Background: an optimization exercise with open tools, aiming at small area. Do not read the settings as production practice.
The RTL was checked by simulation tests, not by an equivalence proof against the original design.
No driver is modelled on the clock port, so clocking that relies on it looks cheaper here than on a real chip.
Power figures rest on the tool's default switching activity, not on a simulated workload.

## flow/design.v (module list and top-level ports; edited modules follow where they fit)
// module can_register: 18 lines
// module can_register_asyn: 23 lines
// module can_register_syn: 23 lines
// module can_register_asyn_syn: 27 lines
// module can_crc: 25 lines
// module can_ibo: 16 lines
// module can_acf: 219 lines
// module can_fifo: 173 lines
// module can_btl: 238 lines
// module can_bsp: 1435 lines
// module can_registers: 738 lines
// module can_top: 391 lines
module can_top
( 
    wb_rst_i,
    wb_dat_i,
    wb_dat_o,
    wb_cyc_i,
    wb_stb_i,
    wb_we_i,
    wb_adr_i,
    wb_ack_o,
  clk_i,
  rx_i,
  tx_o,
  bus_off_on,
  irq_on,
  clkout_o
);
  // ...
==> flow/flow/run.sh <==
#!/bin/bash
# Own layout flow: the standard flow, with clock tree synthesis run without
# dummy loads and with larger sink clusters, and a power-recovery resizing pass
# (downsizing gates off the critical path) after CTS.
set -euo pipefail
WORK=$(pwd)
export CTS_ARGS="-sink_clustering_enable -repair_clock_nets -dont_use_dummy_load -buf_list sky130_fd_sc_hd__clkbuf_16 -sink_clustering_size 22 -sink_clustering_max_diameter 120"
export POST_CTS_TCL="$WORK/flow/post_cts.tcl"
bash standard.sh > "$WORK/standard_flow.log" 2>&1
test -f "$WORK/out/final.def"
==> flow/flow/post_cts.tcl <==
# Downsize gates that have timing slack, then re-legalize the placement.
puts "post_cts: area before recover_power [rsz::design_area]"
repair_timing -recover_power 100
detailed_placement
check_placement -verbose
puts "post_cts: area after recover_power [rsz::design_area]"
==> flow/standard.sh <==
#!/bin/bash
# synth_recipe.tcl (not shown) runs the flow's synth.tcl, then flattens the netlist and writes it again
# the make line also repeats each setting of config.mk as NAME=value (left out here)
make -C /OpenROAD-flow-scripts/flow DESIGN_CONFIG=/design/flow/config.mk WORK_HOME=/design/flow/orfs CLKGATE_MAP_FILE= SYNTH_SCRIPT=/design/flow/synth_recipe.tcl "${@:-finish}"
==> flow/config.mk <==
export PLATFORM = sky130hd
export DESIGN_NAME = can_top
export DESIGN_NICKNAME = can_top
export VERILOG_FILES = /design/flow/design.v
export SDC_FILE = /design/flow/constraint.sdc
export NUM_CORES = 4
export LEC_CHECK = 0
export CAP_MARGIN = 20
export CORE_MARGIN = 2
export CORE_UTILIZATION = 40
export PLACE_DENSITY = 0.6
export SLEW_MARGIN = 20
==> flow/constraint.sdc <==
create_clock -name core_clock -period 10.0 [get_ports {clk_i}]
set_input_delay 2.0000 -clock core_clock [delete_from_list [all_inputs] [get_ports {clk_i}]]
set_output_delay 2.0000 -clock core_clock [all_outputs]
set_load 0.01 [all_outputs]
==> metrics.csv, run 1 <==
stage;metric;value;unit
layout;area occupied by multi-input gates;0.0243;sq mm
layout;bufs w/o clock;148;
layout;inverter count;121;
critical_path;R2R Setup Slk;3.93;ns
power_and_ir_drop;Internal Power;7.97;mW
synthesis;YS warnings;17;
placed_design;Post-Place Setup Slack;3.28;ns
route;DRC Markers;0;
layout;non-clk buf share;1.97;%
grt;GR Layer Usage met1;32.4;%
clocking;clk latency of the worst-skew pair;0.74;ns
synthesis;Synth area leaders;edfxtp_1, dfrtp_1, mux4_2, nor2_1, ha_1;
synthesis;count leader, synth;edfxtp_1;
placed_design;post-placement cell count;6906;
layout;clk tree area frac;2.66;%
layout;Seq cells;1453;
sta;fin. max-slew vios;0;
critical_path;Worst path depth;14;
route;drt via density;6.08;
power_and_ir_drop;switching part of the total;21.8;%
layout;filler-free cell count of the finished design;7012;
die;chip height;415;um
die;site row count;150;
synthesis;Mapped Avg Cell Area;13.9;sq um
critical_path;crit-path max cell delay;1.04;ns
min_path;Min-Delay Path Class;register to register;
sta;Hold Violations, Final;0;
status;status;finished clean;
power_and_ir_drop;Power Clock;3.26;mW
power_and_ir_drop;pwr dens;140;mW/mm^2
layout;# nets final;4962;
layout;Largest regs;i_can_bsp.i_can_fifo.fifo: 512 flops, i_can_bsp.i_can_fifo.length_fifo: 256 flops;
grt;antenna violations before repair;18;
critical_path;Crit. End Element;register;
layout;final-layout fill cell count;14900;
synthesis;Synth Area in XOR/XNOR;2.88;%
sta;Tmin final;6.19;ns
critical_path;CP Launch Point;wb_adr_i[2];
==> module can_bsp, before the edit <==
module can_bsp
( 
  clk,
  rst,
  sample_point,
  sampled_bit,
  sampled_bit_q,
  tx_point,
  hard_sync,
  addr,
  data_in,
  data_out,
  fifo_selected,
  reset_mode,
  listen_only_mode,
  acceptance_filter_mode,
  self_test_mode,
  release_buffer,
  tx_request,
  abort_tx,
  self_rx_request,
  single_shot_transmission,
  tx_state,
  tx_state_q,
  overload_request,
  overload_frame,
  read_arbitration_lost_capture_reg,
  read_error_code_capture_reg,
  error_capture_code,
  error_warning_limit,
  we_rx_err_cnt,
  we_tx_err_cnt,
  extended_mode,
  rx_idle,
  transmitting,
  transmitter,
  go_rx_inter,
  not_first_bit_of_inter,
  rx_inter,
  set_reset_mode,
  node_bus_off,
  error_status,
  rx_err_cnt,
  tx_err_cnt,
  transmit_status,
  receive_status,
  tx_successful,
  need_to_tx,
  overrun,
  info_empty,
  set_bus_error_irq,
  set_arbitration_lost_irq,
  arbitration_lost_capture,
  node_error_passive,
  node_error_active,
  rx_message_counter,
  acceptance_code_0,
  acceptance_mask_0,
  acceptance_code_1,
  acceptance_code_2,
  acceptance_code_3,
  acceptance_mask_1,
  acceptance_mask_2,
  acceptance_mask_3,
  tx_data_0,
  tx_data_1,
  tx_data_2,
  tx_data_3,
  tx_data_4,
  tx_data_5,
  tx_data_6,
  tx_data_7,
  tx_data_8,
  tx_data_9,
  tx_data_10,
  tx_data_11,
  tx_data_12,
  tx,
  tx_next,
  bus_off_on,
  go_overload_frame,
  go_error_frame,
  go_tx,
  send_ack
);
parameter Tp = 1;
input         clk;
input         rst;
input         sample_point;
input         sampled_bit;
input         sampled_bit_q;
input         tx_point;
input         hard_sync;
input   [7:0] addr;
input   [7:0] data_in;
output  [7:0] data_out;
input         fifo_selected;
input         reset_mode;
input         listen_only_mode;
input         acceptance_filter_mode;
input         extended_mode;
input         self_test_mode;
input         release_buffer;
input         tx_request;
input         abort_tx;
input         self_rx_request;
input         single_shot_transmission;
output        tx_state;
output        tx_state_q;
input         overload_request;      
output        overload_frame;        
input         read_arbitration_lost_capture_reg;
input         read_error_code_capture_reg;
output  [7:0] error_capture_code;
input   [7:0] error_warning_limit;
input         we_rx_err_cnt;
input         we_tx_err_cnt;
output        rx_idle;
output        transmitting;
output        transmitter;
output        go_rx_inter;
output        not_first_bit_of_inter;
output        rx_inter;
output        set_reset_mode;
output        node_bus_off;
output        error_status;
output  [8:0] rx_err_cnt;
output  [8:0] tx_err_cnt;
output        transmit_status;
output        receive_status;
output        tx_successful;
output        need_to_tx;
output        overrun;
output        info_empty;
output        set_bus_error_irq;
output        set_arbitration_lost_irq;
output  [4:0] arbitration_lost_capture;
output        node_error_passive;
output        node_error_active;
output  [6:0] rx_message_counter;
input   [7:0] acceptance_code_0;
input   [7:0] acceptance_mask_0;
input   [7:0] acceptance_code_1;
input   [7:0] acceptance_code_2;
input   [7:0] acceptance_code_3;
input   [7:0] acceptance_mask_1;
input   [7:0] acceptance_mask_2;
input   [7:0] acceptance_mask_3;
input   [7:0] tx_data_0;
input   [7:0] tx_data_1;
input   [7:0] tx_data_2;
input   [7:0] tx_data_3;
input   [7:0] tx_data_4;
input   [7:0] tx_data_5;
input   [7:0] tx_data_6;
input   [7:0] tx_data_7;
input   [7:0] tx_data_8;
input   [7:0] tx_data_9;
input   [7:0] tx_data_10;
input   [7:0] tx_data_11;
input   [7:0] tx_data_12;
output        tx;
output        tx_next;
output        bus_off_on;
output        go_overload_frame;
output        go_error_frame;
output        go_tx;
output        send_ack;
reg           reset_mode_q;
reg     [5:0] bit_cnt;
reg     [3:0] data_len;
reg    [28:0] id;
reg     [2:0] bit_stuff_cnt;
reg     [2:0] bit_stuff_cnt_tx;
reg           tx_point_q;
reg           rx_idle;
reg           rx_id1;
reg           rx_rtr1;
reg           rx_ide;
reg           rx_id2;
reg           rx_rtr2;
reg           rx_r1;
reg           rx_r0;
reg           rx_dlc;
reg           rx_data;
reg           rx_crc;
reg           rx_crc_lim;
reg           rx_ack;
reg           rx_ack_lim;
reg           rx_eof;
reg           rx_inter;
reg           go_early_tx_latched;
reg           rtr1;
reg           ide;
reg           rtr2;
reg    [14:0] crc_in;
reg     [7:0] tmp_data;
reg     [7:0] tmp_fifo [0:7];
reg           write_data_to_tmp_fifo;
reg     [2:0] byte_cnt;
reg           bit_stuff_cnt_en;
reg           crc_enable;
reg     [2:0] eof_cnt;
reg     [2:0] passive_cnt;
reg           transmitting;
reg           error_frame;
reg           enable_error_cnt2;
reg     [2:0] error_cnt1;
reg     [2:0] error_cnt2;
reg     [2:0] delayed_dominant_cnt;
reg           enable_overload_cnt2;
reg           overload_frame;
reg           overload_frame_blocked;
reg     [1:0] overload_request_cnt;
reg     [2:0] overload_cnt1;
reg     [2:0] overload_cnt2;
reg           tx;
reg           crc_err;
reg           arbitration_lost;
reg           arbitration_lost_q;
reg           arbitration_field_d;
reg     [4:0] arbitration_lost_capture;
reg     [4:0] arbitration_cnt;
reg           arbitration_blocked;
reg           tx_q;
reg           need_to_tx;    
reg     [3:0] data_cnt;      
reg     [2:0] header_cnt;    
reg           wr_fifo;       
reg     [7:0] data_for_fifo; 
reg     [5:0] tx_pointer;
reg           tx_bit;
reg           tx_state;
reg           tx_state_q;
reg           transmitter;
reg           finish_msg;
reg     [8:0] rx_err_cnt;
reg     [8:0] tx_err_cnt;
reg     [3:0] bus_free_cnt;
reg           bus_free_cnt_en;
reg           bus_free;
reg           waiting_for_bus_free;
reg           node_error_passive;
reg           node_bus_off;
reg           node_bus_off_q;
reg           ack_err_latched;
reg           bit_err_latched;
reg           stuff_err_latched;
reg           form_err_latched;
reg           rule3_exc1_1;
reg           rule3_exc1_2;
reg           suspend;
reg           susp_cnt_en;
reg     [2:0] susp_cnt;
reg           error_flag_over_latched;
reg     [7:0] error_capture_code;
reg     [7:6] error_capture_code_type;
reg           error_capture_code_blocked;
reg           tx_next;
reg           first_compare_bit;
wire    [4:0] error_capture_code_segment;
wire          error_capture_code_direction;
wire          bit_de_stuff;
wire          bit_de_stuff_tx;
wire          rule5;
wire          go_rx_idle;
wire          go_rx_id1;
wire          go_rx_rtr1;
wire          go_rx_ide;
wire          go_rx_id2;
wire          go_rx_rtr2;
wire          go_rx_r1;
wire          go_rx_r0;
wire          go_rx_dlc;
wire          go_rx_data;
wire          go_rx_crc;
wire          go_rx_crc_lim;
wire          go_rx_ack;
wire          go_rx_ack_lim;
wire          go_rx_eof;
wire          go_rx_inter;
wire          last_bit_of_inter;
wire          go_crc_enable;
wire          rst_crc_enable;
wire          bit_de_stuff_set;
wire          bit_de_stuff_reset;
wire          go_early_tx;
wire   [14:0] calculated_crc;
wire   [15:0] r_calculated_crc;
wire          remote_rq;
wire    [3:0] limited_data_len;
wire          form_err;
wire          error_frame_ended;
wire          overload_frame_ended;
wire          bit_err;
wire          ack_err;
wire          stuff_err;
wire          id_ok;                 
wire          no_byte0;              
wire          no_byte1;              
wire    [2:0] header_len;
wire          storing_header;
wire    [3:0] limited_data_len_minus1;
wire          reset_wr_fifo;
wire          err;
wire          arbitration_field;
wire   [18:0] basic_chain;
wire   [63:0] basic_chain_data;
wire   [18:0] extended_chain_std;
wire   [38:0] extended_chain_ext;
wire   [63:0] extended_chain_data_std;
wire   [63:0] extended_chain_data_ext;
wire          rst_tx_pointer;
wire    [7:0] r_tx_data_0;
wire    [7:0] r_tx_data_1;
wire    [7:0] r_tx_data_2;
wire    [7:0] r_tx_data_3;
wire    [7:0] r_tx_data_4;
wire    [7:0] r_tx_data_5;
wire    [7:0] r_tx_data_6;
wire    [7:0] r_tx_data_7;
wire    [7:0] r_tx_data_8;
wire    [7:0] r_tx_data_9;
wire    [7:0] r_tx_data_10;
wire    [7:0] r_tx_data_11;
wire    [7:0] r_tx_data_12;
wire          send_ack;
wire          bit_err_exc1;
wire          bit_err_exc2;
wire          bit_err_exc3;
wire          bit_err_exc4;
wire          bit_err_exc5;
wire          bit_err_exc6;
wire          error_flag_over;
wire          overload_flag_over;
wire    [5:0] limited_tx_cnt_ext;
wire    [5:0] limited_tx_cnt_std;
assign go_rx_idle     =                   sample_point &  sampled_bit & last_bit_of_inter | bus_free & (~node_bus_off);
assign go_rx_id1      =                   sample_point &  (~sampled_bit) & (rx_idle | last_bit_of_inter);
assign go_rx_rtr1     = (~bit_de_stuff) & sample_point &  rx_id1  & (bit_cnt[3:0] == 4'd10);
assign go_rx_ide      = (~bit_de_stuff) & sample_point &  rx_rtr1;
assign go_rx_id2      = (~bit_de_stuff) & sample_point &  rx_ide  &   sampled_bit;
assign go_rx_rtr2     = (~bit_de_stuff) & sample_point &  rx_id2  & (bit_cnt[4:0] == 5'd17);
assign go_rx_r1       = (~bit_de_stuff) & sample_point &  rx_rtr2;
assign go_rx_r0       = (~bit_de_stuff) & sample_point & (rx_ide  & (~sampled_bit) | rx_r1);
assign go_rx_dlc      = (~bit_de_stuff) & sample_point &  rx_r0;
assign go_rx_data     = (~bit_de_stuff) & sample_point &  rx_dlc  & (bit_cnt[1:0] == 2'd3) &  (sampled_bit   |   (|data_len[2:0])) & (~remote_rq);
assign go_rx_crc      = (~bit_de_stuff) & sample_point & (rx_dlc  & (bit_cnt[1:0] == 2'd3) & ((~sampled_bit) & (~(|data_len[2:0])) | remote_rq) |
                                                          rx_data & (bit_cnt[5:0] == ((limited_data_len<<3) - 1'b1)));   
assign go_rx_crc_lim  = (~bit_de_stuff) & sample_point &  rx_crc  & (bit_cnt[3:0] == 4'd14);
assign go_rx_ack      = (~bit_de_stuff) & sample_point &  rx_crc_lim;
assign go_rx_ack_lim  =                   sample_point &  rx_ack;
assign go_rx_eof      =                   sample_point &  rx_ack_lim;
assign go_rx_inter    =                 ((sample_point &  rx_eof  & (eof_cnt == 3'd6)) | error_frame_ended | overload_frame_ended) & (~overload_request);
assign go_error_frame = (form_err | stuff_err | bit_err | ack_err | (crc_err & go_rx_eof));
assign error_frame_ended = (error_cnt2 == 3'd7) & tx_point;
assign overload_frame_ended = (overload_cnt2 == 3'd7) & tx_point;
assign go_overload_frame = (     sample_point & ((~sampled_bit) | overload_request) & (rx_eof & (~transmitter) & (eof_cnt == 3'd6) | error_frame_ended | overload_frame_ended) | 
                                 sample_point & (~sampled_bit) & rx_inter & (bit_cnt[1:0] < 2'd2)                                                            |
                                 sample_point & (~sampled_bit) & ((error_cnt2 == 3'd7) | (overload_cnt2 == 3'd7))
                           )
                           & (~overload_frame_blocked)
                           ;
assign go_crc_enable  = hard_sync | go_tx;
assign rst_crc_enable = go_rx_crc;
assign bit_de_stuff_set   = go_rx_id1 & (~go_error_frame);
assign bit_de_stuff_reset = go_rx_ack | go_error_frame | go_overload_frame;
assign remote_rq = ((~ide) & rtr1) | (ide & rtr2);
assign limited_data_len = (data_len < 4'h8)? data_len : 4'h8;
assign ack_err = rx_ack & sample_point & sampled_bit & tx_state & (~self_test_mode);
assign bit_err = (tx_state | error_frame | overload_frame | rx_ack) & sample_point & (tx != sampled_bit) & (~bit_err_exc1) & (~bit_err_exc2) & (~bit_err_exc3) & (~bit_err_exc4) & (~bit_err_exc5) & (~bit_err_exc6) & (~reset_mode);
assign bit_err_exc1 = tx_state & arbitration_field & tx;
assign bit_err_exc2 = rx_ack & tx;
assign bit_err_exc3 = error_frame & node_error_passive & (error_cnt1 < 3'd7);
assign bit_err_exc4 = (error_frame & (error_cnt1 == 3'd7) & (~enable_error_cnt2)) | (overload_frame & (overload_cnt1 == 3'd7) & (~enable_overload_cnt2));
assign bit_err_exc5 = (error_frame & (error_cnt2 == 3'd7)) | (overload_frame & (overload_cnt2 == 3'd7));
assign bit_err_exc6 = (eof_cnt == 3'd6) & rx_eof & (~transmitter); 
assign arbitration_field = rx_id1 | rx_rtr1 | rx_ide | rx_id2 | rx_rtr2;
assign last_bit_of_inter = rx_inter & (bit_cnt[1:0] == 2'd2);
assign not_first_bit_of_inter = rx_inter & (bit_cnt[1:0] != 2'd0);
always @ (posedge clk or posedge rst)
begin
  if (rst)
    rx_idle <= 1'b0;
  else if (go_rx_id1 | go_error_frame)
    rx_idle <= 1'b0;
  else if (go_rx_idle)
    rx_idle <= 1'b1;
end
always @ (posedge clk or posedge rst)
begin
  if (rst)
    rx_id1 <= 1'b0;
  else if (go_rx_rtr1 | go_error_frame)
    rx_id1 <= 1'b0;
  else if (go_rx_id1)
    rx_id1 <= 1'b1;
end
always @ (posedge clk or posedge rst)
begin
  if (rst)
    rx_rtr1 <= 1'b0;
  else if (go_rx_ide | go_error_frame)
    rx_rtr1 <= 1'b0;
  else if (go_rx_rtr1)
    rx_rtr1 <= 1'b1;
end
always @ (posedge clk or posedge rst)
begin
  if (rst)
    rx_ide <= 1'b0;
  else if (go_rx_r0 | go_rx_id2 | go_error_frame)
    rx_ide <= 1'b0;
  else if (go_rx_ide)
    rx_ide <= 1'b1;
end
always @ (posedge clk or posedge rst)
begin
  if (rst)
    rx_id2 <= 1'b0;
  else if (go_rx_rtr2 | go_error_frame)
    rx_id2 <= 1'b0;
  else if (go_rx_id2)
    rx_id2 <= 1'b1;
end
always @ (posedge clk or posedge rst)
begin
  if (rst)
    rx_rtr2 <= 1'b0;
  else if (go_rx_r1 | go_error_frame)
    rx_rtr2 <= 1'b0;
  else if (go_rx_rtr2)
    rx_rtr2 <= 1'b1;
end
always @ (posedge clk or posedge rst)
begin
  if (rst)
    rx_r1 <= 1'b0;
  else if (go_rx_r0 | go_error_frame)
    rx_r1 <= 1'b0;
  else if (go_rx_r1)
    rx_r1 <= 1'b1;
end
always @ (posedge clk or posedge rst)
begin
  if (rst)
    rx_r0 <= 1'b0;
  else if (go_rx_dlc | go_error_frame)
    rx_r0 <= 1'b0;
  else if (go_rx_r0)
    rx_r0 <= 1'b1;
end
always @ (posedge clk or posedge rst)
begin
  if (rst)
    rx_dlc <= 1'b0;
  else if (go_rx_data | go_rx_crc | go_error_frame)
    rx_dlc <= 1'b0;
  else if (go_rx_dlc)
    rx_dlc <= 1'b1;
end
always @ (posedge clk or posedge rst)
begin
  if (rst)
    rx_data <= 1'b0;
  else if (go_rx_crc | go_error_frame)
    rx_data <= 1'b0;
  else if (go_rx_data)
    rx_data <= 1'b1;
end
always @ (posedge clk or posedge rst)
begin
  if (rst)
    rx_crc <= 1'b0;
  else if (go_rx_crc_lim | go_error_frame)
    rx_crc <= 1'b0;
  else if (go_rx_crc)
    rx_crc <= 1'b1;
end
always @ (posedge clk or posedge rst)
begin
  if (rst)
    rx_crc_lim <= 1'b0;
  else if (go_rx_ack | go_error_frame)
    rx_crc_lim <= 1'b0;
  else if (go_rx_crc_lim)
    rx_crc_lim <= 1'b1;
end
always @ (posedge clk or posedge rst)
begin
  if (rst)
    rx_ack <= 1'b0;
  else if (go_rx_ack_lim | go_error_frame)
    rx_ack <= 1'b0;
  else if (go_rx_ack)
    rx_ack <= 1'b1;
end
always @ (posedge clk or posedge rst)
begin
  if (rst)
    rx_ack_lim <= 1'b0;
  else if (go_rx_eof | go_error_frame)
    rx_ack_lim <= 1'b0;
  else if (go_rx_ack_lim)
    rx_ack_lim <= 1'b1;
end
always @ (posedge clk or posedge rst)
begin
  if (rst)
    rx_eof <= 1'b0;
  else if (go_rx_inter | go_error_frame | go_overload_frame)
    rx_eof <= 1'b0;
  else if (go_rx_eof)
    rx_eof <= 1'b1;
end
always @ (posedge clk or posedge rst)
begin
  if (rst)
    rx_inter <= 1'b0;
  else if (go_rx_idle | go_rx_id1 | go_overload_frame | go_error_frame)
    rx_inter <= 1'b0;
  else if (go_rx_inter)
    rx_inter <= 1'b1;
end
always @ (posedge clk or posedge rst)
begin
  if (rst)
    id <= 29'h0;
  else if (sample_point & (rx_id1 | rx_id2) & (~bit_de_stuff))
    id <= {id[27:0], sampled_bit};
end
always @ (posedge clk or posedge rst)
begin
  if (rst)
    rtr1 <= 1'b0;
  else if (sample_point & rx_rtr1 & (~bit_de_stuff))
    rtr1 <= sampled_bit;
end
always @ (posedge clk or posedge rst)
begin
  if (rst)
    rtr2 <= 1'b0;
  else if (sample_point & rx_rtr2 & (~bit_de_stuff))
    rtr2 <= sampled_bit;
end
always @ (posedge clk or posedge rst)
begin
  if (rst)
    ide <= 1'b0;
  else if (sample_point & rx_ide & (~bit_de_stuff))
    ide <= sampled_bit;
end
always @ (posedge clk or posedge rst)
begin
  if (rst)
    data_len <= 4'b0;
  else if (sample_point & rx_dlc & (~bit_de_stuff))
    data_len <= {data_len[2:0], sampled_bit};
end
always @ (posedge clk or posedge rst)
begin
  if (rst)
    tmp_data <= 8'h0;
  else if (sample_point & rx_data & (~bit_de_stuff))
    tmp_data <= {tmp_data[6:0], sampled_bit};
end
always @ (posedge clk or posedge rst)
begin
  if (rst)
    write_data_to_tmp_fifo <= 1'b0;
  else if (sample_point & rx_data & (~bit_de_stuff) & (&bit_cnt[2:0]))
    write_data_to_tmp_fifo <= 1'b1;
  else
    write_data_to_tmp_fifo <= 1'b0;
end
always @ (posedge clk or posedge rst)
begin
  if (rst)
    byte_cnt <= 3'h0;
  else if (write_data_to_tmp_fifo)
    byte_cnt <= byte_cnt + 1'b1;
  else if (sample_point & go_rx_crc_lim)
    byte_cnt <= 3'h0;
end
always @ (posedge clk)
begin
  if (write_data_to_tmp_fifo)
    tmp_fifo[byte_cnt] <= tmp_data;
end
always @ (posedge clk or posedge rst)
begin
  if (rst)
    crc_in <= 15'h0;
  else if (sample_point & rx_crc & (~bit_de_stuff))
    crc_in <= {crc_in[13:0], sampled_bit};
end
always @ (posedge clk or posedge rst)
begin
  if (rst)
    bit_cnt <= 6'd0;
  else if (go_rx_id1 | go_rx_id2 | go_rx_dlc | go_rx_data | go_rx_crc | 
           go_rx_ack | go_rx_eof | go_rx_inter | go_error_frame | go_overload_frame)
    bit_cnt <= 6'd0;
  else if (sample_point & (~bit_de_stuff))
    bit_cnt <= bit_cnt + 1'b1;
end
always @ (posedge clk or posedge rst)
begin
  if (rst)
    eof_cnt <= 3'd0;
  else if (sample_point)
    begin
      if (go_rx_inter | go_error_frame | go_overload_frame)
        eof_cnt <= 3'd0;
      else if (rx_eof)
        eof_cnt <= eof_cnt + 1'b1;
    end
end
always @ (posedge clk or posedge rst)
begin
  if (rst)
    bit_stuff_cnt_en <= 1'b0;
  else if (bit_de_stuff_set)
    bit_stuff_cnt_en <= 1'b1;
  else if (bit_de_stuff_reset)
    bit_stuff_cnt_en <= 1'b0;
end
always @ (posedge clk or posedge rst)
begin
  if (rst)
    bit_stuff_cnt <= 3'h1;
  else if (bit_de_stuff_reset)
    bit_stuff_cnt <= 3'h1;
  else if (sample_point & bit_stuff_cnt_en)
    begin
      if (bit_stuff_cnt == 3'h5)
        bit_stuff_cnt <= 3'h1;
      else if (sampled_bit == sampled_bit_q)
        bit_stuff_cnt <= bit_stuff_cnt + 1'b1;
      else
        bit_stuff_cnt <= 3'h1;
    end
end
always @ (posedge clk or posedge rst)
begin
  if (rst)
    bit_stuff_cnt_tx <= 3'h1;
  else if (reset_mode || bit_de_stuff_reset)
    bit_stuff_cnt_tx <= 3'h1;
  else if (tx_point_q & bit_stuff_cnt_en)
    begin
      if (bit_stuff_cnt_tx == 3'h5)
        bit_stuff_cnt_tx <= 3'h1;
      else if (tx == tx_q)
        bit_stuff_cnt_tx <= bit_stuff_cnt_tx + 1'b1;
      else
        bit_stuff_cnt_tx <= 3'h1;
    end
end
assign bit_de_stuff = bit_stuff_cnt == 3'h5;
assign bit_de_stuff_tx = bit_stuff_cnt_tx == 3'h5;
assign stuff_err = sample_point & bit_stuff_cnt_en & bit_de_stuff & (sampled_bit == sampled_bit_q);
always @ (posedge clk or posedge rst)
begin
  if (rst)
    begin
      reset_mode_q <= 1'b0;
      node_bus_off_q <= 1'b0;
    end
  else
    begin
      reset_mode_q <= reset_mode;
      node_bus_off_q <= node_bus_off;
    end
end
always @ (posedge clk or posedge rst)
begin
  if (rst)
    crc_enable <= 1'b0;
  else if (rst_crc_enable)
    crc_enable <= 1'b0;
  else if (go_crc_enable)
    crc_enable <= 1'b1;
end
always @ (posedge clk or posedge rst)
begin
  if (rst)
    crc_err <= 1'b0;
  else if (reset_mode | error_frame_ended)
    crc_err <= 1'b0;
  else if (go_rx_ack)
    crc_err <= crc_in != calculated_crc;
end
assign form_err = sample_point & ( ((~bit_de_stuff) & rx_crc_lim & (~sampled_bit)                  ) |
                                   (                  rx_ack_lim & (~sampled_bit)                  ) |
                                   ((eof_cnt < 3'd6)& rx_eof     & (~sampled_bit) & (~transmitter) ) |
                                   (                & rx_eof     & (~sampled_bit) &   transmitter  )
                                 );
always @ (posedge clk or posedge rst)
begin
  if (rst)
    ack_err_latched <= 1'b0;
  else if (reset_mode | error_frame_ended | go_overload_frame)
    ack_err_latched <= 1'b0;
  else if (ack_err)
    ack_err_latched <= 1'b1;
end
always @ (posedge clk or posedge rst)
begin
  if (rst)
    bit_err_latched <= 1'b0;
  else if (reset_mode | error_frame_ended | go_overload_frame)
    bit_err_latched <= 1'b0;
  else if (bit_err)
    bit_err_latched <= 1'b1;
end
assign rule5 = bit_err &  ( (~node_error_passive) & error_frame    & (error_cnt1    < 3'd7)
                            | 
                                                    overload_frame & (overload_cnt1 < 3'd7)
                          );
always @ (posedge clk or posedge rst)
begin
  if (rst)
    rule3_exc1_1 <= 1'b0;
  else if (error_flag_over | rule3_exc1_2)
    rule3_exc1_1 <= 1'b0;
  else if (transmitter & node_error_passive & ack_err)
    rule3_exc1_1 <= 1'b1;
end
always @ (posedge clk or posedge rst)
begin
  if (rst)
    rule3_exc1_2 <= 1'b0;
  else if (go_error_frame | rule3_exc1_2)
    rule3_exc1_2 <= 1'b0;
  else if (rule3_exc1_1 & (error_cnt1 < 3'd7) & sample_point & (~sampled_bit))
    rule3_exc1_2 <= 1'b1;
end
always @ (posedge clk or posedge rst)
begin
  if (rst)
    stuff_err_latched <= 1'b0;
  else if (reset_mode | error_frame_ended | go_overload_frame)
    stuff_err_latched <= 1'b0;
  else if (stuff_err)
    stuff_err_latched <= 1'b1;
end
always @ (posedge clk or posedge rst)
begin
  if (rst)
    form_err_latched <= 1'b0;
  else if (reset_mode | error_frame_ended | go_overload_frame)
    form_err_latched <= 1'b0;
  else if (form_err)
    form_err_latched <= 1'b1;
end
can_crc i_can_crc_rx 
(
  .clk(clk),
  .data(sampled_bit),
  .enable(crc_enable & sample_point & (~bit_de_stuff)),
  .initialize(go_crc_enable),
  .crc(calculated_crc)
);
assign no_byte0 = rtr1 | (data_len<4'h1);
assign no_byte1 = rtr1 | (data_len<4'h2);
can_acf i_can_acf
(
  .clk(clk),
  .rst(rst),
  .id(id),
  .reset_mode(reset_mode),
  .acceptance_filter_mode(acceptance_filter_mode),
  .extended_mode(extended_mode),
  .acceptance_code_0(acceptance_code_0),
  .acceptance_mask_0(acceptance_mask_0),
  .acceptance_code_1(acceptance_code_1),
  .acceptance_code_2(acceptance_code_2),
  .acceptance_code_3(acceptance_code_3),
  .acceptance_mask_1(acceptance_mask_1),
  .acceptance_mask_2(acceptance_mask_2),
  .acceptance_mask_3(acceptance_mask_3),
  .go_rx_crc_lim(go_rx_crc_lim),
  .go_rx_inter(go_rx_inter),
  .go_error_frame(go_error_frame),
  .data0(tmp_fifo[0]),
  .data1(tmp_fifo[1]),
  .rtr1(rtr1),
  .rtr2(rtr2),
  .ide(ide),
  .no_byte0(no_byte0),
  .no_byte1(no_byte1),
  .id_ok(id_ok)
);
assign header_len[2:0] = extended_mode ? (ide? (3'h5) : (3'h3)) : 3'h2;
assign storing_header = header_cnt < header_len;
assign limited_data_len_minus1[3:0] = remote_rq? 4'hf : ((data_len < 4'h8)? (data_len -1'b1) : 4'h7);    
assign reset_wr_fifo = (data_cnt == (limited_data_len_minus1 + {1'b0, header_len})) || reset_mode;
assign err = form_err | stuff_err | bit_err | ack_err | form_err_latched | stuff_err_latched | bit_err_latched | ack_err_latched | crc_err;
always @ (posedge clk or posedge rst)
begin
  if (rst)
    wr_fifo <= 1'b0;
  else if (reset_wr_fifo)
    wr_fifo <= 1'b0;
  else if (go_rx_inter & id_ok & (~error_frame_ended) & ((~tx_state) | self_rx_request))
    wr_fifo <= 1'b1;
end
always @ (posedge clk or posedge rst)
begin
  if (rst)
    header_cnt <= 3'h0;
  else if (reset_wr_fifo)
    header_cnt <= 3'h0;
  else if (wr_fifo & storing_header)
    header_cnt <= header_cnt + 1'h1;
end
always @ (posedge clk or posedge rst)
begin
  if (rst)
    data_cnt <= 4'h0;
  else if (reset_wr_fifo)
    data_cnt <= 4'h0;
  else if (wr_fifo)
    data_cnt <= data_cnt + 4'h1;
end
always @ (extended_mode or ide or data_cnt or header_cnt or  header_len or 
          storing_header or id or rtr1 or rtr2 or data_len or
          tmp_fifo[0] or tmp_fifo[2] or tmp_fifo[4] or tmp_fifo[6] or 
          tmp_fifo[1] or tmp_fifo[3] or tmp_fifo[5] or tmp_fifo[7])
begin
  casex ({storing_header, extended_mode, ide, header_cnt})   
    6'b1_1_1_000  : data_for_fifo = {1'b1, rtr2, 2'h0, data_len};   
    6'b1_1_1_001  : data_for_fifo = id[28:21];                      
    6'b1_1_1_010  : data_for_fifo = id[20:13];                      
    6'b1_1_1_011  : data_for_fifo = id[12:5];                       
    6'b1_1_1_100  : data_for_fifo = {id[4:0], 3'h0};                
    6'b1_1_0_000  : data_for_fifo = {1'b0, rtr1, 2'h0, data_len};   
    6'b1_1_0_001  : data_for_fifo = id[10:3];                       
    6'b1_1_0_010  : data_for_fifo = {id[2:0], rtr1, 4'h0};          
    6'b1_0_x_000  : data_for_fifo = id[10:3];                       
    6'b1_0_x_001  : data_for_fifo = {id[2:0], rtr1, data_len};      
    default       : data_for_fifo = tmp_fifo[data_cnt - {1'b0, header_len}];  
  endcase
end
can_fifo i_can_fifo
( 
  .clk(clk),
  .rst(rst),
  .wr(wr_fifo),
  .data_in(data_for_fifo),
  .addr(addr[5:0]),
  .data_out(data_out),
  .fifo_selected(fifo_selected),
  .reset_mode(reset_mode),
  .release_buffer(release_buffer),
  .extended_mode(extended_mode),
  .overrun(overrun),
  .info_empty(info_empty),
  .info_cnt(rx_message_counter)
);
always @ (posedge clk or posedge rst)
begin
  if (rst)
    error_frame <= 1'b0;
  else if (set_reset_mode || error_frame_ended || go_overload_frame)
    error_frame <= 1'b0;
  else if (go_error_frame)
    error_frame <= 1'b1;
end
always @ (posedge clk or posedge rst)
begin
  if (rst)
    error_cnt1 <= 3'd0;
  else if (error_frame_ended | go_error_frame | go_overload_frame)
    error_cnt1 <= 3'd0;
  else if (error_frame & tx_point & (error_cnt1 < 3'd7))
    error_cnt1 <= error_cnt1 + 1'b1;
end
assign error_flag_over = ((~node_error_passive) & sample_point & (error_cnt1 == 3'd7) | node_error_passive  & sample_point & (passive_cnt == 3'h6)) & (~enable_error_cnt2);
always @ (posedge clk or posedge rst)
begin
  if (rst)
    error_flag_over_latched <= 1'b0;
  else if (error_frame_ended | go_error_frame | go_overload_frame)
    error_flag_over_latched <= 1'b0;
  else if (error_flag_over)
    error_flag_over_latched <= 1'b1;
end
always @ (posedge clk or posedge rst)
begin
  if (rst)
    enable_error_cnt2 <= 1'b0;
  else if (error_frame_ended | go_error_frame | go_overload_frame)
    enable_error_cnt2 <= 1'b0;
  else if (error_frame & (error_flag_over & sampled_bit))
    enable_error_cnt2 <= 1'b1;
end
always @ (posedge clk or posedge rst)
begin
  if (rst)
    error_cnt2 <= 3'd0;
  else if (error_frame_ended | go_error_frame | go_overload_frame)
    error_cnt2 <= 3'd0;
  else if (enable_error_cnt2 & tx_point)
    error_cnt2 <= error_cnt2 + 1'b1;
end
always @ (posedge clk or posedge rst)
begin
  if (rst)
    delayed_dominant_cnt <= 3'h0;
  else if (enable_error_cnt2 | go_error_frame | enable_overload_cnt2 | go_overload_frame)
    delayed_dominant_cnt <= 3'h0;
  else if (sample_point & (~sampled_bit) & ((error_cnt1 == 3'd7) | (overload_cnt1 == 3'd7)))
    delayed_dominant_cnt <= delayed_dominant_cnt + 1'b1;
end
always @ (posedge clk or posedge rst)
begin
  if (rst)
    passive_cnt <= 3'h1;
  else if (error_frame_ended | go_error_frame | go_overload_frame | first_compare_bit)
    passive_cnt <= 3'h1;
  else if (sample_point & (passive_cnt < 3'h6))
    begin
      if (error_frame & (~enable_error_cnt2) & (sampled_bit == sampled_bit_q))
        passive_cnt <= passive_cnt + 1'b1;
      else
        passive_cnt <= 3'h1;
    end
end
always @ (posedge clk or posedge rst)
begin
  if (rst)
    first_compare_bit <= 1'b0;
  else if (go_error_frame)
    first_compare_bit <= 1'b1;
  else if (sample_point)
    first_compare_bit <= 1'b0;
end
always @ (posedge clk or posedge rst)
begin
  if (rst)
    overload_frame <= 1'b0;
  else if (overload_frame_ended | go_error_frame)
    overload_frame <= 1'b0;
  else if (go_overload_frame)
    overload_frame <= 1'b1;
end
always @ (posedge clk or posedge rst)
begin
  if (rst)
    overload_cnt1 <= 3'd0;
  else if (overload_frame_ended | go_error_frame | go_overload_frame)
    overload_cnt1 <= 3'd0;
  else if (overload_frame & tx_point & (overload_cnt1 < 3'd7))
    overload_cnt1 <= overload_cnt1 + 1'b1;
end
assign overload_flag_over = sample_point & (overload_cnt1 == 3'd7) & (~enable_overload_cnt2);
always @ (posedge clk or posedge rst)
begin
  if (rst)
    enable_overload_cnt2 <= 1'b0;
  else if (overload_frame_ended | go_error_frame | go_overload_frame)
    enable_overload_cnt2 <= 1'b0;
  else if (overload_frame & (overload_flag_over & sampled_bit))
    enable_overload_cnt2 <= 1'b1;
end
always @ (posedge clk or posedge rst)
begin
  if (rst)
    overload_cnt2 <= 3'd0;
  else if (overload_frame_ended | go_error_frame | go_overload_frame)
    overload_cnt2 <= 3'd0;
  else if (enable_overload_cnt2 & tx_point)
    overload_cnt2 <= overload_cnt2 + 1'b1;
end
always @ (posedge clk or posedge rst)
begin
  if (rst)
    overload_request_cnt <= 2'b0;
  else if (go_error_frame | go_rx_id1)
    overload_request_cnt <= 2'b0;
  else if (overload_request & overload_frame)
    overload_request_cnt <= overload_request_cnt + 1'b1;
end
always @ (posedge clk or posedge rst)
begin
  if (rst)
    overload_frame_blocked <= 1'b0;
  else if (go_error_frame | go_rx_id1)
    overload_frame_blocked <= 1'b0;
  else if (overload_request & overload_frame & overload_request_cnt == 2'h2)    
    overload_frame_blocked <= 1'b1;
end
assign send_ack = (~tx_state) & rx_ack & (~err) & (~listen_only_mode);
always @ (reset_mode or node_bus_off or tx_state or go_tx or bit_de_stuff_tx or tx_bit or tx_q or
          send_ack or go_overload_frame or overload_frame or overload_cnt1 or
          go_error_frame or error_frame or error_cnt1 or node_error_passive)
begin
  if (reset_mode | node_bus_off)                                                 
    tx_next = 1'b1;
  else
    begin
      if (go_error_frame | error_frame)                                          
        begin
          if (error_cnt1 < 3'd6)
            begin
              if (node_error_passive)
                tx_next = 1'b1;
              else
                tx_next = 1'b0;
            end
          else
            tx_next = 1'b1;
        end
      else if (go_overload_frame | overload_frame)                               
        begin
          if (overload_cnt1 < 3'd6)
            tx_next = 1'b0;
          else
            tx_next = 1'b1;
        end
      else if (go_tx | tx_state)                                                         
        tx_next = ((~bit_de_stuff_tx) & tx_bit) | (bit_de_stuff_tx & (~tx_q));
      else if (send_ack)                                                         
        tx_next = 1'b0;
      else
        tx_next = 1'b1;
    end
end
always @ (posedge clk or posedge rst)
begin
  if (rst)
    tx <= 1'b1;
  else if (reset_mode)
    tx <= 1'b1;
  else if (tx_point)
    tx <= tx_next;
end
always @ (posedge clk or posedge rst)
begin
  if (rst)
    tx_q <= 1'b0;
  else if (reset_mode)
    tx_q <= 1'b0;
  else if (tx_point)
    tx_q <= tx & (~go_early_tx_latched);
end
always @ (posedge clk or posedge rst)
begin
  if (rst)
    tx_point_q <= 1'b0;
  else if (reset_mode)
    tx_point_q <= 1'b0;
  else
    tx_point_q <= tx_point;
end
can_ibo i_ibo_tx_data_0  (.di(tx_data_0),  .d_o(r_tx_data_0));
can_ibo i_ibo_tx_data_1  (.di(tx_data_1),  .d_o(r_tx_data_1));
can_ibo i_ibo_tx_data_2  (.di(tx_data_2),  .d_o(r_tx_data_2));
can_ibo i_ibo_tx_data_3  (.di(tx_data_3),  .d_o(r_tx_data_3));
can_ibo i_ibo_tx_data_4  (.di(tx_data_4),  .d_o(r_tx_data_4));
can_ibo i_ibo_tx_data_5  (.di(tx_data_5),  .d_o(r_tx_data_5));
can_ibo i_ibo_tx_data_6  (.di(tx_data_6),  .d_o(r_tx_data_6));
can_ibo i_ibo_tx_data_7  (.di(tx_data_7),  .d_o(r_tx_data_7));
can_ibo i_ibo_tx_data_8  (.di(tx_data_8),  .d_o(r_tx_data_8));
can_ibo i_ibo_tx_data_9  (.di(tx_data_9),  .d_o(r_tx_data_9));
can_ibo i_ibo_tx_data_10 (.di(tx_data_10), .d_o(r_tx_data_10));
can_ibo i_ibo_tx_data_11 (.di(tx_data_11), .d_o(r_tx_data_11));
can_ibo i_ibo_tx_data_12 (.di(tx_data_12), .d_o(r_tx_data_12));
can_ibo i_calculated_crc0 (.di(calculated_crc[14:7]), .d_o(r_calculated_crc[7:0]));
can_ibo i_calculated_crc1 (.di({calculated_crc[6:0], 1'b0}), .d_o(r_calculated_crc[15:8]));
assign basic_chain = {r_tx_data_1[7:4], 2'h0, r_tx_data_1[3:0], r_tx_data_0[7:0], 1'b0};
assign basic_chain_data = {r_tx_data_9, r_tx_data_8, r_tx_data_7, r_tx_data_6, r_tx_data_5, r_tx_data_4, r_tx_data_3, r_tx_data_2};
assign extended_chain_std = {r_tx_data_0[7:4], 2'h0, r_tx_data_0[1], r_tx_data_2[2:0], r_tx_data_1[7:0], 1'b0};
assign extended_chain_ext = {r_tx_data_0[7:4], 2'h0, r_tx_data_0[1], r_tx_data_4[4:0], r_tx_data_3[7:0], r_tx_data_2[7:3], 1'b1, 1'b1, r_tx_data_2[2:0], r_tx_data_1[7:0], 1'b0};
assign extended_chain_data_std = {r_tx_data_10, r_tx_data_9, r_tx_data_8, r_tx_data_7, r_tx_data_6, r_tx_data_5, r_tx_data_4, r_tx_data_3};
assign extended_chain_data_ext = {r_tx_data_12, r_tx_data_11, r_tx_data_10, r_tx_data_9, r_tx_data_8, r_tx_data_7, r_tx_data_6, r_tx_data_5};
always @ (extended_mode or rx_data or tx_pointer or extended_chain_data_std or extended_chain_data_ext or rx_crc or r_calculated_crc or
          r_tx_data_0   or extended_chain_ext or extended_chain_std or basic_chain_data or basic_chain or
          finish_msg)
begin
  if (extended_mode)
    begin
      if (rx_data)   
        if (r_tx_data_0[0])     
          tx_bit = extended_chain_data_ext[tx_pointer];
        else
          tx_bit = extended_chain_data_std[tx_pointer];
      else if (rx_crc)
        tx_bit = r_calculated_crc[tx_pointer];
      else if (finish_msg)
        tx_bit = 1'b1;
      else
        begin
          if (r_tx_data_0[0])     
            tx_bit = extended_chain_ext[tx_pointer];
          else
            tx_bit = extended_chain_std[tx_pointer];
        end
    end
  else   
    begin
      if (rx_data)   
        tx_bit = basic_chain_data[tx_pointer];
      else if (rx_crc)
        tx_bit = r_calculated_crc[tx_pointer];
      else if (finish_msg)
        tx_bit = 1'b1;
      else
        tx_bit = basic_chain[tx_pointer];
    end
end
assign limited_tx_cnt_ext = tx_data_0[3] ? 6'h3f : ((tx_data_0[2:0] <<3) - 1'b1);
assign limited_tx_cnt_std = tx_data_1[3] ? 6'h3f : ((tx_data_1[2:0] <<3) - 1'b1);
assign rst_tx_pointer = ((~bit_de_stuff_tx) & tx_point & (~rx_data) &   extended_mode  &   r_tx_data_0[0]   & tx_pointer == 6'd38             ) |    
                        ((~bit_de_stuff_tx) & tx_point & (~rx_data) &   extended_mode  & (~r_tx_data_0[0])  & tx_pointer == 6'd18             ) |    
                        ((~bit_de_stuff_tx) & tx_point & (~rx_data) & (~extended_mode)                      & tx_pointer == 6'd18             ) |    
                        ((~bit_de_stuff_tx) & tx_point &   rx_data  &   extended_mode                       & tx_pointer == limited_tx_cnt_ext) |    
                        ((~bit_de_stuff_tx) & tx_point &   rx_data  & (~extended_mode)                      & tx_pointer == limited_tx_cnt_std) |    
                        (                     tx_point &   rx_crc_lim                                                                         ) |    
                        (go_rx_idle                                                                                                           ) |    
                        (reset_mode                                                                                                           ) |
                        (overload_frame                                                                                                       ) |
                        (error_frame                                                                                                          ) ;
always @ (posedge clk or posedge rst)
begin
  if (rst)
    tx_pointer <= 6'h0;
  else if (rst_tx_pointer)
    tx_pointer <= 6'h0;
  else if (go_early_tx | (tx_point & (tx_state | go_tx) & (~bit_de_stuff_tx)))
    tx_pointer <= tx_pointer + 1'b1;
end
assign tx_successful = transmitter & go_rx_inter & (~go_error_frame) & (~error_frame_ended) & (~overload_frame_ended) & (~arbitration_lost);
always @ (posedge clk or posedge rst)
begin
  if (rst)
    need_to_tx <= 1'b0;
  else if (tx_successful | reset_mode | (abort_tx & (~transmitting)) | ((~tx_state) & tx_state_q & single_shot_transmission))
    need_to_tx <= 1'h0;
  else if (tx_request & sample_point)
    need_to_tx <= 1'b1;
end
assign go_early_tx = (~listen_only_mode) & need_to_tx & (~tx_state) & (~suspend | (susp_cnt == 3'h7)) & sample_point & (~sampled_bit) & (rx_idle | last_bit_of_inter);
assign go_tx       = (~listen_only_mode) & need_to_tx & (~tx_state) & (~suspend | (sample_point & (susp_cnt == 3'h7))) & (go_early_tx | rx_idle);
always @ (posedge clk or posedge rst)
begin
  if (rst)
    go_early_tx_latched <= 1'b0;
  else if (reset_mode || tx_point)
    go_early_tx_latched <= 1'b0;
  else if (go_early_tx)
    go_early_tx_latched <= 1'b1;
end
always @ (posedge clk or posedge rst)
begin
  if (rst)
    tx_state <= 1'b0;
  else if (reset_mode | go_rx_inter | error_frame | arbitration_lost)
    tx_state <= 1'b0;
  else if (go_tx)
    tx_state <= 1'b1;
end
always @ (posedge clk or posedge rst)
begin
  if (rst)
    tx_state_q <= 1'b0;
  else if (reset_mode)
    tx_state_q <= 1'b0;
  else
    tx_state_q <= tx_state;
end
always @ (posedge clk or posedge rst)
begin
  if (rst)
    transmitter <= 1'b0;
  else if (go_tx)
    transmitter <= 1'b1;
  else if (reset_mode | go_rx_idle | suspend & go_rx_id1)
    transmitter <= 1'b0;
end
always @ (posedge clk or posedge rst)
begin
  if (rst)
    transmitting <= 1'b0;
  else if (go_error_frame | go_overload_frame | go_tx | send_ack)
    transmitting <= 1'b1;
  else if (reset_mode | go_rx_idle | (go_rx_id1 & (~tx_state)) | (arbitration_lost & tx_state))
    transmitting <= 1'b0;
end
always @ (posedge clk or posedge rst)
begin
  if (rst)
    suspend <= 1'b0;
  else if (reset_mode | (sample_point & (susp_cnt == 3'h7)))
    suspend <= 1'b0;
  else if (not_first_bit_of_inter & transmitter & node_error_passive)
    suspend <= 1'b1;
end
always @ (posedge clk or posedge rst)
begin
  if (rst)
    susp_cnt_en <= 1'b0;
  else if (reset_mode | (sample_point & (susp_cnt == 3'h7)))
    susp_cnt_en <= 1'b0;
  else if (suspend & sample_point & last_bit_of_inter)
    susp_cnt_en <= 1'b1;
end
always @ (posedge clk or posedge rst)
begin
  if (rst)
    susp_cnt <= 3'h0;
  else if (reset_mode | (sample_point & (susp_cnt == 3'h7)))
    susp_cnt <= 3'h0;
  else if (susp_cnt_en & sample_point)
    susp_cnt <= susp_cnt + 1'b1;
end
always @ (posedge clk or posedge rst)
begin
  if (rst)
    finish_msg <= 1'b0;
  else if (go_rx_idle | go_rx_id1 | error_frame | reset_mode)
    finish_msg <= 1'b0;
  else if (go_rx_crc_lim)
    finish_msg <= 1'b1;
end
always @ (posedge clk or posedge rst)
begin
  if (rst)
    arbitration_lost <= 1'b0;
  else if (go_rx_idle | error_frame_ended)
    arbitration_lost <= 1'b0;
  else if (transmitter & sample_point & tx & arbitration_field & ~sampled_bit)
    arbitration_lost <= 1'b1;
end
always @ (posedge clk or posedge rst)
begin
  if (rst)
    arbitration_lost_q <= 1'b0;
  else
    arbitration_lost_q <= arbitration_lost;
end
always @ (posedge clk or posedge rst)
begin
  if (rst)
    arbitration_field_d <= 1'b0;
  else if (sample_point)
    arbitration_field_d <= arbitration_field;
end
assign set_arbitration_lost_irq = arbitration_lost & (~arbitration_lost_q) & (~arbitration_blocked);
always @ (posedge clk or posedge rst)
begin
  if (rst)
    arbitration_cnt <= 5'h0;
  else if (sample_point && !bit_de_stuff)
    if (arbitration_field_d)
      arbitration_cnt <= arbitration_cnt + 1'b1;
    else
      arbitration_cnt <= 5'h0;
end
always @ (posedge clk or posedge rst)
begin
  if (rst)
    arbitration_lost_capture <= 5'h0;
  else if (set_arbitration_lost_irq)
    arbitration_lost_capture <= arbitration_cnt;
end
always @ (posedge clk or posedge rst)
begin
  if (rst)
    arbitration_blocked <= 1'b0;
  else if (read_arbitration_lost_capture_reg)
    arbitration_blocked <= 1'b0;
  else if (set_arbitration_lost_irq)
    arbitration_blocked <= 1'b1;
end
always @ (posedge clk or posedge rst)
begin
  if (rst)
    rx_err_cnt <= 9'h0;
  else if (we_rx_err_cnt & (~node_bus_off))
    rx_err_cnt <= {1'b0, data_in};
  else if (set_reset_mode)
    rx_err_cnt <= 9'h0;
  else
    begin
      if ((~listen_only_mode) & (~transmitter | arbitration_lost))
        begin
          if (go_rx_ack_lim & (~go_error_frame) & (~crc_err) & (rx_err_cnt > 9'h0))
            begin
              if (rx_err_cnt > 9'd127)
                rx_err_cnt <= 9'd127;
              else
                rx_err_cnt <= rx_err_cnt - 1'b1;
            end
          else if (rx_err_cnt < 9'd128)
            begin
              if (go_error_frame & (~rule5))                                                                                           
                rx_err_cnt <= rx_err_cnt + 1'b1;
              else if ( (error_flag_over & (~error_flag_over_latched) & sample_point & (~sampled_bit) & (error_cnt1 == 3'd7)     ) |   
                        (go_error_frame & rule5                                                                                  ) |   
                        (sample_point & (~sampled_bit) & (delayed_dominant_cnt == 3'h7)                            )                   
                      )
                rx_err_cnt <= rx_err_cnt + 4'h8;
            end
        end
    end
end
always @ (posedge clk or posedge rst)
begin
  if (rst)
    tx_err_cnt <= 9'h0;
  else if (we_tx_err_cnt)
    tx_err_cnt <= {1'b0, data_in};
  else
    begin
      if (set_reset_mode)
        tx_err_cnt <= 9'd128;
      else if ((tx_err_cnt > 9'd0) & (tx_successful | bus_free))
        tx_err_cnt <= tx_err_cnt - 1'h1;
      else if (transmitter & (~arbitration_lost))
        begin
          if ( (sample_point & (~sampled_bit) & (delayed_dominant_cnt == 3'h7)                                          ) |        
               (go_error_frame & rule5                                                                                  ) |        
               (go_error_frame & (~(transmitter & node_error_passive & ack_err)) & (~(transmitter & stuff_err & 
                arbitration_field & sample_point & tx & (~sampled_bit)))                                                ) |        
               (error_frame & rule3_exc1_2                                                                              )          
             )
            tx_err_cnt <= tx_err_cnt + 4'h8;
        end
    end
end
always @ (posedge clk or posedge rst)
begin
  if (rst)
    node_error_passive <= 1'b0;
  else if ((rx_err_cnt < 128) & (tx_err_cnt < 9'd128))
    node_error_passive <= 1'b0;
  else if (((rx_err_cnt >= 128) | (tx_err_cnt >= 9'd128)) & (error_frame_ended | go_error_frame | (~reset_mode) & reset_mode_q) & (~node_bus_off))
    node_error_passive <= 1'b1;
end
assign node_error_active = ~(node_error_passive | node_bus_off);
always @ (posedge clk or posedge rst)
begin
  if (rst)
    node_bus_off <= 1'b0;
  else if ((rx_err_cnt == 9'h0) & (tx_err_cnt == 9'd0) & (~reset_mode) | (we_tx_err_cnt & (data_in < 8'd255)))
    node_bus_off <= 1'b0;
  else if ((tx_err_cnt >= 9'd256) | (we_tx_err_cnt & (data_in == 8'd255)))
    node_bus_off <= 1'b1;
end
always @ (posedge clk or posedge rst)
begin
  if (rst)
    bus_free_cnt <= 4'h0;
  else if (sample_point)
    begin
      if (sampled_bit & bus_free_cnt_en & (bus_free_cnt < 4'd10))
        bus_free_cnt <= bus_free_cnt + 1'b1;
      else
        bus_free_cnt <= 4'h0;
    end
end
always @ (posedge clk or posedge rst)
begin
  if (rst)
    bus_free_cnt_en <= 1'b0;
  else if ((~reset_mode) & reset_mode_q | node_bus_off_q & (~reset_mode))
    bus_free_cnt_en <= 1'b1;
  else if (sample_point & sampled_bit & (bus_free_cnt==4'd10) & (~node_bus_off))
    bus_free_cnt_en <= 1'b0;
end
always @ (posedge clk or posedge rst)
begin
  if (rst)
    bus_free <= 1'b0;
  else if (sample_point & sampled_bit & (bus_free_cnt==4'd10) && waiting_for_bus_free)
    bus_free <= 1'b1;
  else
    bus_free <= 1'b0;
end
always @ (posedge clk or posedge rst)
begin
  if (rst)
    waiting_for_bus_free <= 1'b1;
  else if (bus_free & (~node_bus_off))
    waiting_for_bus_free <= 1'b0;
  else if (node_bus_off_q & (~reset_mode))
    waiting_for_bus_free <= 1'b1;
end
assign bus_off_on = ~node_bus_off;
assign set_reset_mode = node_bus_off & (~node_bus_off_q);
assign error_status = extended_mode? ((rx_err_cnt >= error_warning_limit) | (tx_err_cnt >= error_warning_limit))    :
                                     ((rx_err_cnt >= 9'd96) | (tx_err_cnt >= 9'd96))                                ;
assign transmit_status = transmitting  || (extended_mode && waiting_for_bus_free);
assign receive_status  = extended_mode ? (waiting_for_bus_free || (!rx_idle) && (!transmitting)) : 
                                         ((!waiting_for_bus_free) && (!rx_idle) && (!transmitting));
always @ (posedge clk or posedge rst)
begin
  if (rst)
    error_capture_code <= 8'h0;
  else if (read_error_code_capture_reg)
    error_capture_code <= 8'h0;
  else if (set_bus_error_irq)
    error_capture_code <= {error_capture_code_type[7:6], error_capture_code_direction, error_capture_code_segment[4:0]};
end
assign error_capture_code_segment[0] = rx_idle | rx_ide | (rx_id2 & (bit_cnt<6'd13)) | rx_r1 | rx_r0 | rx_dlc | rx_ack | rx_ack_lim | error_frame & node_error_active;
assign error_capture_code_segment[1] = rx_idle | rx_id1 | rx_id2 | rx_dlc | rx_data | rx_ack_lim | rx_eof | rx_inter | error_frame & node_error_passive;
assign error_capture_code_segment[2] = (rx_id1 & (bit_cnt>6'd7)) | rx_rtr1 | rx_ide | rx_id2 | rx_rtr2 | rx_r1 | error_frame & node_error_passive | overload_frame;
assign error_capture_code_segment[3] = (rx_id2 & (bit_cnt>6'd4)) | rx_rtr2 | rx_r1 | rx_r0 | rx_dlc | rx_data | rx_crc | rx_crc_lim | rx_ack | rx_ack_lim | rx_eof | overload_frame;
assign error_capture_code_segment[4] = rx_crc_lim | rx_ack | rx_ack_lim | rx_eof | rx_inter | error_frame | overload_frame;
assign error_capture_code_direction  = ~transmitting;
always @ (bit_err or form_err or stuff_err)
begin
  if (bit_err)
    error_capture_code_type[7:6] = 2'b00;
  else if (form_err)
    error_capture_code_type[7:6] = 2'b01;
  else if (stuff_err)
    error_capture_code_type[7:6] = 2'b10;
  else
    error_capture_code_type[7:6] = 2'b11;
end
assign set_bus_error_irq = go_error_frame & (~error_capture_code_blocked);
always @ (posedge clk or posedge rst)
begin
  if (rst)
    error_capture_code_blocked <= 1'b0;
  else if (read_error_code_capture_reg)
    error_capture_code_blocked <= 1'b0;
  else if (set_bus_error_irq)
    error_capture_code_blocked <= 1'b1;
end
endmodule
==> run 2, diff against run 1 <==
--- a/flow/design.v
+++ b/flow/design.v
@@ -1848,40 +1848,46 @@
 assign extended_chain_ext = {r_tx_data_0[7:4], 2'h0, r_tx_data_0[1], r_tx_data_4[4:0], r_tx_data_3[7:0], r_tx_data_2[7:3], 1'b1, 1'b1, r_tx_data_2[2:0], r_tx_data_1[7:0], 1'b0};
 assign extended_chain_data_std = {r_tx_data_10, r_tx_data_9, r_tx_data_8, r_tx_data_7, r_tx_data_6, r_tx_data_5, r_tx_data_4, r_tx_data_3};
 assign extended_chain_data_ext = {r_tx_data_12, r_tx_data_11, r_tx_data_10, r_tx_data_9, r_tx_data_8, r_tx_data_7, r_tx_data_6, r_tx_data_5};
-always @ (extended_mode or rx_data or tx_pointer or extended_chain_data_std or extended_chain_data_ext or rx_crc or r_calculated_crc or
-          r_tx_data_0   or extended_chain_ext or extended_chain_std or basic_chain_data or basic_chain or
+wire    [3:0] tx_byte_idx = {1'b0, tx_pointer[5:3]} + (extended_mode ? (tx_data_0[7] ? 4'd5 : 4'd3) : 4'd2);
+reg     [7:0] tx_byte;
+always @ (tx_byte_idx or tx_data_2 or tx_data_3 or tx_data_4 or tx_data_5 or tx_data_6 or tx_data_7 or
+          tx_data_8 or tx_data_9 or tx_data_10 or tx_data_11 or tx_data_12)
+begin
+  case (tx_byte_idx)
+    4'd2    : tx_byte = tx_data_2;
+    4'd3    : tx_byte = tx_data_3;
+    4'd4    : tx_byte = tx_data_4;
+    4'd5    : tx_byte = tx_data_5;
+    4'd6    : tx_byte = tx_data_6;
+    4'd7    : tx_byte = tx_data_7;
+    4'd8    : tx_byte = tx_data_8;
+    4'd9    : tx_byte = tx_data_9;
+    4'd10   : tx_byte = tx_data_10;
+    4'd11   : tx_byte = tx_data_11;
+    4'd12   : tx_byte = tx_data_12;
+    default : tx_byte = 8'hxx;
+  endcase
+end
+wire          tx_data_bit = tx_byte[~tx_pointer[2:0]];
+always @ (extended_mode or rx_data or tx_pointer or tx_data_bit or rx_crc or r_calculated_crc or
+          r_tx_data_0   or extended_chain_ext or extended_chain_std or basic_chain or
           finish_msg)
 begin
-  if (extended_mode)
+  if (rx_data)   
+    tx_bit = tx_data_bit;
+  else if (rx_crc)
+    tx_bit = r_calculated_crc[tx_pointer];
+  else if (finish_msg)
+    tx_bit = 1'b1;
+  else if (extended_mode)
     begin
-      if (rx_data)   
-        if (r_tx_data_0[0])     
-          tx_bit = extended_chain_data_ext[tx_pointer];
-        else
-          tx_bit = extended_chain_data_std[tx_pointer];
-      else if (rx_crc)
-        tx_bit = r_calculated_crc[tx_pointer];
-      else if (finish_msg)
-        tx_bit = 1'b1;
+      if (r_tx_data_0[0])     
+        tx_bit = extended_chain_ext[tx_pointer];
       else
-        begin
-          if (r_tx_data_0[0])     
-            tx_bit = extended_chain_ext[tx_pointer];
-          else
-            tx_bit = extended_chain_std[tx_pointer];
-        end
+        tx_bit = extended_chain_std[tx_pointer];
     end
   else   
-    begin
-      if (rx_data)   
-        tx_bit = basic_chain_data[tx_pointer];
-      else if (rx_crc)
-        tx_bit = r_calculated_crc[tx_pointer];
-      else if (finish_msg)
-        tx_bit = 1'b1;
-      else
-        tx_bit = basic_chain[tx_pointer];
-    end
+    tx_bit = basic_chain[tx_pointer];
 end
 assign limited_tx_cnt_ext = tx_data_0[3] ? 6'h3f : ((tx_data_0[2:0] <<3) - 1'b1);
 assign limited_tx_cnt_std = tx_data_1[3] ? 6'h3f : ((tx_data_1[2:0] <<3) - 1'b1);
==> flow/flow/run.sh (replaced) <==
#!/bin/bash
# Own layout flow: the standard flow (standard.sh, unchanged synthesis), with
# clock tree synthesis run without dummy loads and with larger sink clusters.
set -euo pipefail
WORK=$(pwd)
export CTS_ARGS="-sink_clustering_enable -repair_clock_nets -dont_use_dummy_load -buf_list sky130_fd_sc_hd__clkbuf_16 -sink_clustering_size 26 -sink_clustering_max_diameter 80"
bash standard.sh > "$WORK/standard_flow.log" 2>&1
test -f "$WORK/out/final.def"
--- a/flow/config.mk
+++ b/flow/config.mk
@@ -7,6 +7,6 @@
 export LEC_CHECK = 0
 export CAP_MARGIN = 20
 export CORE_MARGIN = 2
-export CORE_UTILIZATION = 40
-export PLACE_DENSITY = 0.6
+export CORE_UTILIZATION = 60
+export PLACE_DENSITY = 0.75
 export SLEW_MARGIN = 20
removed: flow/flow/post_cts.tcl
==> run 2 against run 1 <==
  * Combinational power grew 17%
  * Wire length shrank 4.1%
  * First-iteration DRC count grew 18%
  * Cell area shrank 1.8%
  * Critical endpoint unchanged
  * Largest cell class unchanged
==> metrics.csv, run 2 <==
stage;metric;value;unit;change
synthesis;area share of the largest cell type after synthesis;47.8;%;was 47.7%
layout;synthesis-to-layout area growth;5.67;%;was 7.54%
route;via count;43700;;was 42700
route;drt first pass iters;6;;unchanged
layout;filler-free cell count of the finished design;6376;;was 7012
critical_path;crit-path max FO;56;;was 36
grt;antenna violations before repair;7;;was 18
critical_path;R2R Setup Slk;4.09;ns;was 3.93 ns
layout;most common cell after layout, fill and taps aside;edfxtp_1;;unchanged
critical_path;reg-to-reg endpoint;i_can_bsp.i_can_fifo.fifo_cnt[6];;was i_can_bsp.i_can_fifo.fifo_cnt[4]
critical_path;Worst Path Required;10.41;ns;was 10.44 ns
clocking;hold buffers post-CTS;0;;
synthesis;Mapped Cells;4973;;was 4862
power_and_ir_drop;Pleak;22.6;nW;was 22.3 nW
die;core area;0.111;sq mm;was 0.167 sq mm
grt;gr usage total;33.7;%;was 23.1%
clocking;clk latency of the worst-skew pair;0.72;ns;was 0.74 ns
synthesis;Synth Flop Type;edfxtp_1;;unchanged
power_and_ir_drop;Pwr Total;10.1;mW;was 10.2 mW
clocking;worst-case clock buffer depth;3;;
critical_path;worst r2r path cells;15;;was 14
min_path;Endpoint, Worst Hold;cs_ack2;;unchanged
die;die width;339;um;was 415 um
sta;max frequency;0.168;GHz;was 0.162 GHz
sta;fin. max-slew vios;0;;unchanged
die;chip height;339;um;was 415 um
synthesis;Synth Register Bits;1453;;unchanged
synthesis;post-synth design cell area;0.0674;sq mm;about the same
clocking;clock slew at reported path FFs;0.10;ns;was 0.09 ns
grt;first-pass GRT wire length;285000;um;was 295000 um
grt;Remaining Overflow, GRT;0;;unchanged
placed_design;PortBufs;33;;unchanged
sta;fin crit share;59.5;%;was 61.9%
layout;final-layout fill cell count;8140;;was 14900
clocking;clk root buf;clkbuf_16;;
flow_run;max-capacitance violation count;0;;unchanged
route;Final ANT Viol Nets;0;;unchanged
clocking;H-tree levels;3;;
die;site row count;122;;was 150
sta;RSZ-0062 raised after global routing;false;;unchanged
synthesis;Synth async-reset ratio;24.5;%;unchanged
clocking;TritonCTS buffer count;70;;
synthesis;leading area contributor after synthesis;edfxtp_1;;unchanged
grt;vias in the first global route;42400;;was 41400
clocking;Resized cells post-CTS;0;;
route;DRC Markers;0;;unchanged
clocking;setup bufs post-CTS;0;;
sta;Tmin final;5.95;ns;was 6.19 ns
critical_path;origin of the critical flop-to-flop path;i_can_bsp.i_can_fifo.rd_info_pointer[0];;unchanged
placed_design;Detailed Place HPWL;133000;um;was 139000 um
die;I/O pins;35;;unchanged
synthesis;Synth top cells by count;edfxtp_1, nand2_1, nor2_1, dfrtp_1, mux4_2;;was edfxtp_1, nor2_1, nand2_1, dfrtp_1, mux4_2
synthesis;Syn Nets;5134;;was 5019
layout;# nets final;5050;;was 4962
die;die footprint;0.115;sq mm;was 0.172 sq mm
die;Initial Util;60.7;%;was 40.3%
synthesis;count leader, synth;edfxtp_1;;unchanged
route;initial DRC count;6102;;was 5177
sta;# setup viols final;0;;unchanged
placed_design;Placer Congestion;1.08;;was 1.04
min_path;Min-Delay Path Class;register to register;;unchanged
route;Avg WL per Cell;30.4;um;was 28.8 um
synthesis;synth unique cells;106;;was 100
grt;largest net degree at the start of global routing;172;;was 163
synthesis;YS warnings;17;;unchanged
sta;Hold Violations, Final;0;;unchanged
synthesis;Synth area leaders;edfxtp_1, dfrtp_1, mux4_2, ha_1, nand2_1;;was edfxtp_1, dfrtp_1, mux4_2, nor2_1, ha_1
clocking;TritonCTS clock tree;built;;unchanged
sta;Slew @ Worst Pin;1.16;ns;was 1.24 ns
min_path;Hold Path Depth;0;;unchanged
sta;Slew Limit Headroom;22.2;%;was 17.1%
critical_path;Startpoint Class;primary input;;unchanged
clocking;CTS Sinks;1453;;unchanged
layout;max reg flops;512;;unchanged
layout;Largest regs;i_can_bsp.i_can_fifo.fifo: 512 flops, i_can_bsp.i_can_fifo.length_fifo: 256 flops;;unchanged
synthesis;Mapped Avg Cell Area;13.5;sq um;was 13.9 sq um
route;drt via density;6.86;;was 6.08
route;Detailed Route WL;194000;um;was 202000 um
layout;layout cells sized above 1;13.0;%;was 13.7%
sta;Setup Skew;0.103;ns;was 0.106 ns
critical_path;Crit. End Element;register;;unchanged
critical_path;CP arrival;6.35;ns;was 6.63 ns
sta;Fin Setup TNS;0;ns;unchanged
layout;register with the most flip-flops;i_can_bsp.i_can_fifo.fifo;;unchanged
layout;commonest cells after routing, fill and taps aside;edfxtp_1, nand2_1, nor2_1, dfrtp_1, mux4_2;;was edfxtp_1, nor2_1, nand2_1, dfrtp_1, mux4_2
placed_design;post-placement cell count;6304;;was 6906
synthesis;Post-synth EDFFs;1072;;unchanged
status;status;finished clean;;unchanged
power_and_ir_drop;pwr dens;142;mW/mm^2;was 140 mW/mm^2
min_path;min-delay src;cs_ack1;;unchanged
synthesis;register area share after synthesis;61.8;%;was 61.7%
power_and_ir_drop;maximum vdd drop;0.000184;V;was 0.000127 V
critical_path;Setup CP Type;primary input to register;;unchanged
==> run 2: through the flow <==
stage	hold WS, ns	setup slack (ns)	cell area [sq um]	utilization [%]
after floorplan	0.310	3.25	67400	-
after global placement	0.323	3.45	69400	62.5
after detailed placement	0.313	3.39	69400	62.5
after CTS	0.336	3.98	71200	64.1
after global routing	0.344	3.58	71200	64.1
final	0.336	4.05	71200	64.1
==> run 2: cell families after synthesis <==
| logic type | after synthesis | share of synthesized area [%] |
|---|---|---|
| AND/OR/NAND/NOR | 1397 | 9.73 |
| adder cells (fa/ha/maj) | 139 | 2.69 |
| flip-flops | 1453 | 61.8 |
| XOR/XNOR | 227 | 2.96 |
| multiplexers | 425 | 11.3 |
| AO/OA/AOI/OAI | 900 | 8.94 |
| other | 1 | 0.00557 |
| buffers and inverters | 431 | 2.55 |
==> run 2: final cells by class <==
class                      count  area [sq um]  share of cell area (%)
clock buffer                  70          1750                    2.46
timing repair buffer         127          1080                    1.51
tap                         1488          1860                    2.62
sequential                  1453         41600                    58.5
multi-input combinational   3089         24300                    34.1
antenna                        1          2.50                 0.00352
inverter                     148           559                   0.786
==> run 2: critical path: stages <==
cell and delay (ns):
clkdlybuf4s50_1 0.90, ha_1 0.38, ha_4 0.69, buf_12 0.44, mux4_2 0.56, and2_1 0.17
a211oi_1 0.43, a311oi_1 0.12, a211o_1 0.33, a21oi_1 0.18, a21oi_1 0.06
==> run 2: metal layers <==
layer	global-route usage, %	vias up	routed length, um
li1	-	18600	-
met5	0	-	70
met3	6.12	459	19200
met4	14.1	10	9510
met2	51.8	2518	89300
met1	47.9	22100	75700
==> run 2: how the worst max path moves through the flow <==
stage / startpoint / end / slack [ns]
3_5_place_dp: wb_adr_i[1] / data_out[5] / 3.39
3_3_place_gp: wb_adr_i[1] / data_out[2] / 3.45
5_1_grt: i_can_bsp.i_can_fifo.rd_info_pointer[0] / i_can_bsp.i_can_fifo.fifo_cnt[6] / 3.58
2_1_floorplan: wb_rst_i / cs_sync1 / 3.25
6_report: wb_adr_i[1] / data_out[4] / 4.05
4_1_cts: i_can_bsp.i_can_fifo.rd_info_pointer[0] / i_can_bsp.i_can_fifo.fifo_cnt[6] / 3.98
==> run 2: power by group <==
group | switching (mW) | total, mW | internal, mW
clock | 1.80 | 3.05 | 1.26
sequential | 0.0989 | 6.56 | 6.46
combinational | 0.324 | 0.517 | 0.193
